Context: an optimization exercise on an open-source flow, tuned for small area, a short achievable clock period and few clock cycles per item. The choices shown serve that exercise and are no tape-out recipe. Function was checked by simulation only, so behaviour that the tests miss may differ from the original. Power is estimated from default activity; no workload was simulated.

## SET
module SET ( clk , rst, en, central, radius, mode, busy, valid, candidate );
Size: ~22 flip-flops, roughly 51 I/O pins, about 13,000 um^2 of cells after synthesis.
clock: 11.0 ns
lec_check: 0
cap_margin: 20
core_margin: 2
core_utilization: 40
slew_margin: 20
standard.sh (not shown) runs the stock make flow with config.mk's settings and CLKGATE_MAP_FILE= SYNTH_SCRIPT=/design/flow/synth_recipe.tcl, a recipe that flattens the netlist after the stock synthesis.
==> flow/flow/run.sh <==
#!/bin/bash
# Own flow: the standard layout, with synthesis mapped by a different ABC script.
set -euo pipefail
W=$(pwd)
export FLOW_FLOW_ABC_SCRIPT="$W/flow/area.abc"
cat flow/abc_override.tcl synth_recipe.tcl > my_synth.tcl
sed "s#SYNTH_SCRIPT=[^ ]*#SYNTH_SCRIPT=$W/my_synth.tcl#" standard.sh > my_standard.sh
grep -q "SYNTH_SCRIPT=$W/my_synth.tcl" my_standard.sh
bash my_standard.sh > make_flow.log 2>&1
==> flow/flow/abc_override.tcl <==
# Same synthesis as synth_recipe.tcl, except that the technology-mapping ABC call
# uses the script in flow/area.abc instead of ORFS's abc_speed.script.
proc abc {args} {
  set i [lsearch -exact $args -script]
  if {$i >= 0} { lset args [expr {$i + 1}] $::env(FLOW_FLOW_ABC_SCRIPT) }
  puts "abc (flow override): $args"
  yosys abc {*}$args
}
==> flow/flow/area.abc <==
strash
&get -n
&fraig -x
&put
scorr
dc2
dretime
strash
&get -n
&dch -f
&nf
&put
Testbench counts at the start, summed over its fixed seeds: cycles 520, items 512.
==> next run, changes <==
==> flow/flow/run.sh (replaced) <==
#!/bin/bash
# Own flow: the standard layout (standard.sh), with two changes:
#  - synthesis maps logic with the ABC script in flow/area.abc instead of ORFS's
#    abc_speed.script (everything else in synthesis is synth_recipe.tcl unchanged);
#  - port buffering uses sky130_fd_sc_hd__buf_4 for every input and output port.
set -euo pipefail
W=$(pwd)
export FLOW_FLOW_ABC_SCRIPT="$W/flow/area.abc"
cat flow/abc_override.tcl synth_recipe.tcl > my_synth.tcl
sed -e "s#SYNTH_SCRIPT=[^ ]*#SYNTH_SCRIPT=$W/my_synth.tcl#" \
    -e "s#CLKGATE_MAP_FILE= #CLKGATE_MAP_FILE= 'BUFFER_PORTS_ARGS=-buffer_cell sky130_fd_sc_hd__buf_4' #" \
    standard.sh > my_standard.sh
grep -q "SYNTH_SCRIPT=$W/my_synth.tcl" my_standard.sh
grep -q "BUFFER_PORTS_ARGS" my_standard.sh
bash my_standard.sh > make_flow.log 2>&1
--- a/flow/config.mk
+++ b/flow/config.mk
@@ -8,4 +8,5 @@
 export CAP_MARGIN = 20
 export CORE_MARGIN = 2
-export CORE_UTILIZATION = 40
+export CORE_UTILIZATION = 60
+export SETUP_SLACK_MARGIN = 5
 export SLEW_MARGIN = 20
Outcome: The new run finished with timing, DRC and antenna clean. Sequential power climbs by a few percent. Final area grows by about a fifth. Wire length is higher by a few percent. Non-clock buffer count rose by 73. Setup slack improves by 1.6 ns. Power increases by roughly a tenth.
==> next run, changes <==
==> flow/run.sh (new file) <==
#!/bin/bash
# synth_recipe.tcl (not shown) runs the flow's synth.tcl, then flattens the netlist and writes it again
# the make line also repeats each setting of config.mk as NAME=value (left out here)
make -C /OpenROAD-flow-scripts/flow DESIGN_CONFIG=/design/flow/config.mk WORK_HOME=/design/flow/orfs CLKGATE_MAP_FILE= SYNTH_SCRIPT=/design/flow/synth_recipe.tcl finish
--- a/flow/config.mk
+++ b/flow/config.mk
@@ -8,5 +8,4 @@
 export CAP_MARGIN = 20
 export CORE_MARGIN = 2
-export CORE_UTILIZATION = 60
-export SETUP_SLACK_MARGIN = 5
+export CORE_UTILIZATION = 40
 export SLEW_MARGIN = 20
removed: flow/flow/run.sh
removed: flow/flow/abc_override.tcl
removed: flow/flow/area.abc
removed: flow/standard.sh
- final area drops slightly
- non-clock buffer count fell by 79
- worst setup slack loses 1.9 ns
- sequential power hardly moves
- total power is lower by a few percent
- flip-flop and latch count does not change
- count of clock-buffer cells in the layout is unchanged
- combinational power falls by a little under a tenth
==> next run, changes <==
--- a/flow/config.mk
+++ b/flow/config.mk
@@ -8,4 +8,5 @@
 export CAP_MARGIN = 20
 export CORE_MARGIN = 2
-export CORE_UTILIZATION = 40
+export CORE_UTILIZATION = 55
+export SETUP_SLACK_MARGIN = 4
 export SLEW_MARGIN = 20
The new run passed the timing, DRC and antenna checks.
Non-clock buffer count rises by 23.
Hold slack gets worse by 0.0084 ns.
Power rises by a few percent.
Final cell count falls by a few percent.

========
== the previous run ==
Another version of the RTL of SET (not shown whole).
For scale: roughly 30 flip-flops, roughly 51 I/O pins, about 0.012 mm^2 of cells after synthesis.
Settings: LEC_CHECK=0, CAP_MARGIN=0, CORE_MARGIN=2, CORE_UTILIZATION=45, SETUP_SLACK_MARGIN=5, SLEW_MARGIN=0; clock period 11.0 ns.
==> flow/flow/run.sh <==
#!/bin/bash
# Own flow: the standard layout (standard.sh), with these changes:
#  - synthesis maps logic with the ABC script in flow/area.abc instead of ORFS's
#    abc_speed.script (everything else in synthesis is synth_recipe.tcl unchanged);
#  - no full/half-adder cell extraction (ADDER_MAP_FILE empty), so ABC maps the adders too;
#  - port buffering uses sky130_fd_sc_hd__buf_4 for every input and output port.
set -euo pipefail
W=$(pwd)
export FLOW_FLOW_ABC_SCRIPT="$W/flow/area.abc"
cat flow/abc_override.tcl synth_recipe.tcl > my_synth.tcl
sed -e "s#SYNTH_SCRIPT=[^ ]*#SYNTH_SCRIPT=$W/my_synth.tcl#" \
    -e "s#CLKGATE_MAP_FILE= #CLKGATE_MAP_FILE= ADDER_MAP_FILE= 'BUFFER_PORTS_ARGS=-buffer_cell sky130_fd_sc_hd__buf_4' #" \
    standard.sh > my_standard.sh
grep -q "SYNTH_SCRIPT=$W/my_synth.tcl" my_standard.sh
grep -q "BUFFER_PORTS_ARGS" my_standard.sh
bash my_standard.sh > make_flow.log 2>&1
==> flow/flow/abc_override.tcl <==
# Same synthesis as synth_recipe.tcl, except that the technology-mapping ABC call
# uses the script in flow/area.abc instead of ORFS's abc_speed.script.
proc abc {args} {
  set i [lsearch -exact $args -script]
  if {$i >= 0} { lset args [expr {$i + 1}] $::env(FLOW_FLOW_ABC_SCRIPT) }
  puts "abc (flow override): $args"
  yosys abc {*}$args
}
==> flow/flow/area.abc <==
strash
&get -n
&fraig -x
&put
dc2
strash
&get -n
&dch -f
&nf -R 1000 -p
&put
The previous run ran to completion and came out clean on the timing, DRC and antenna checks.
Testbench counts of the previous run, summed over its fixed seeds: cycles 520, items 512.
[inputs] the current run vs the previous run
# the previous run
export LEC_CHECK = 0
export CAP_MARGIN = 0
export CORE_MARGIN = 2
export CORE_UTILIZATION = 45
export SETUP_SLACK_MARGIN = 5
export SLEW_MARGIN = 0
create_clock -name core_clock -period 11.0 [get_ports {clk}]
# the current run
export LEC_CHECK = 0
export CAP_MARGIN = 20
export CORE_MARGIN = 2
export CORE_UTILIZATION = 45
export SETUP_SLACK_MARGIN = 5
export SLEW_MARGIN = 20
create_clock -name core_clock -period 11.0 [get_ports {clk}]
Findings:
- As far as placeable core area goes, the current run and the previous run are indistinguishable; the numbers are identical.
- Per the comparison of the current run with the previous run, worst IR drop on VDD shows no meaningful change, design area shows no meaningful change, relative contribution of combinational cells to total power shows no meaningful change.
- Re fmax: the current run and the previous run aren't equal, and the lower value belongs to the current run.

-- afterwards: timing with drivers on the ports --
Ports are ideal in the flow. The routed layouts listed here were re-timed in OpenROAD. Step 1 sets driving cells, clkbuf_16 on the clock port and buf_2 on the other inputs (assumed; they add their load-dependent delay and slew). Step 2 also shifts input and output timing later by t, the mid clock arrival at the registers, as if the neighbouring blocks saw the same clock. Slacks: ideal / step 1 / step 2; pairs: ideal / step 1.
run | t (ns) | slack for setup (ns) | worst data-port slew with drivers (ns)
the first run of note 1 | 0.281 | 2.932 / 2.935 / 2.654 | 0.04
the second run of note 1 | 0.274 | 4.482 / 4.387 / 4.113 | 0.14
the third run of note 1 | 0.275 | 2.616 / 2.604 / 2.329 | 0.04
the fourth run of note 1 | 0.282 | 4.017 / 4.021 / 3.739 | 0.04
the previous run | 0.309 | 5.135 / 5.118 / 4.838 | 0.04
the current run | 0.309 | 5.114 / 5.117 / 4.818 | 0.04
After both steps setup and hold are still met in every run listed. For the second run of note 1, which loses most, drivers alone change the setup slack by -0.095 ns; drivers and shift together by -0.369 ns.
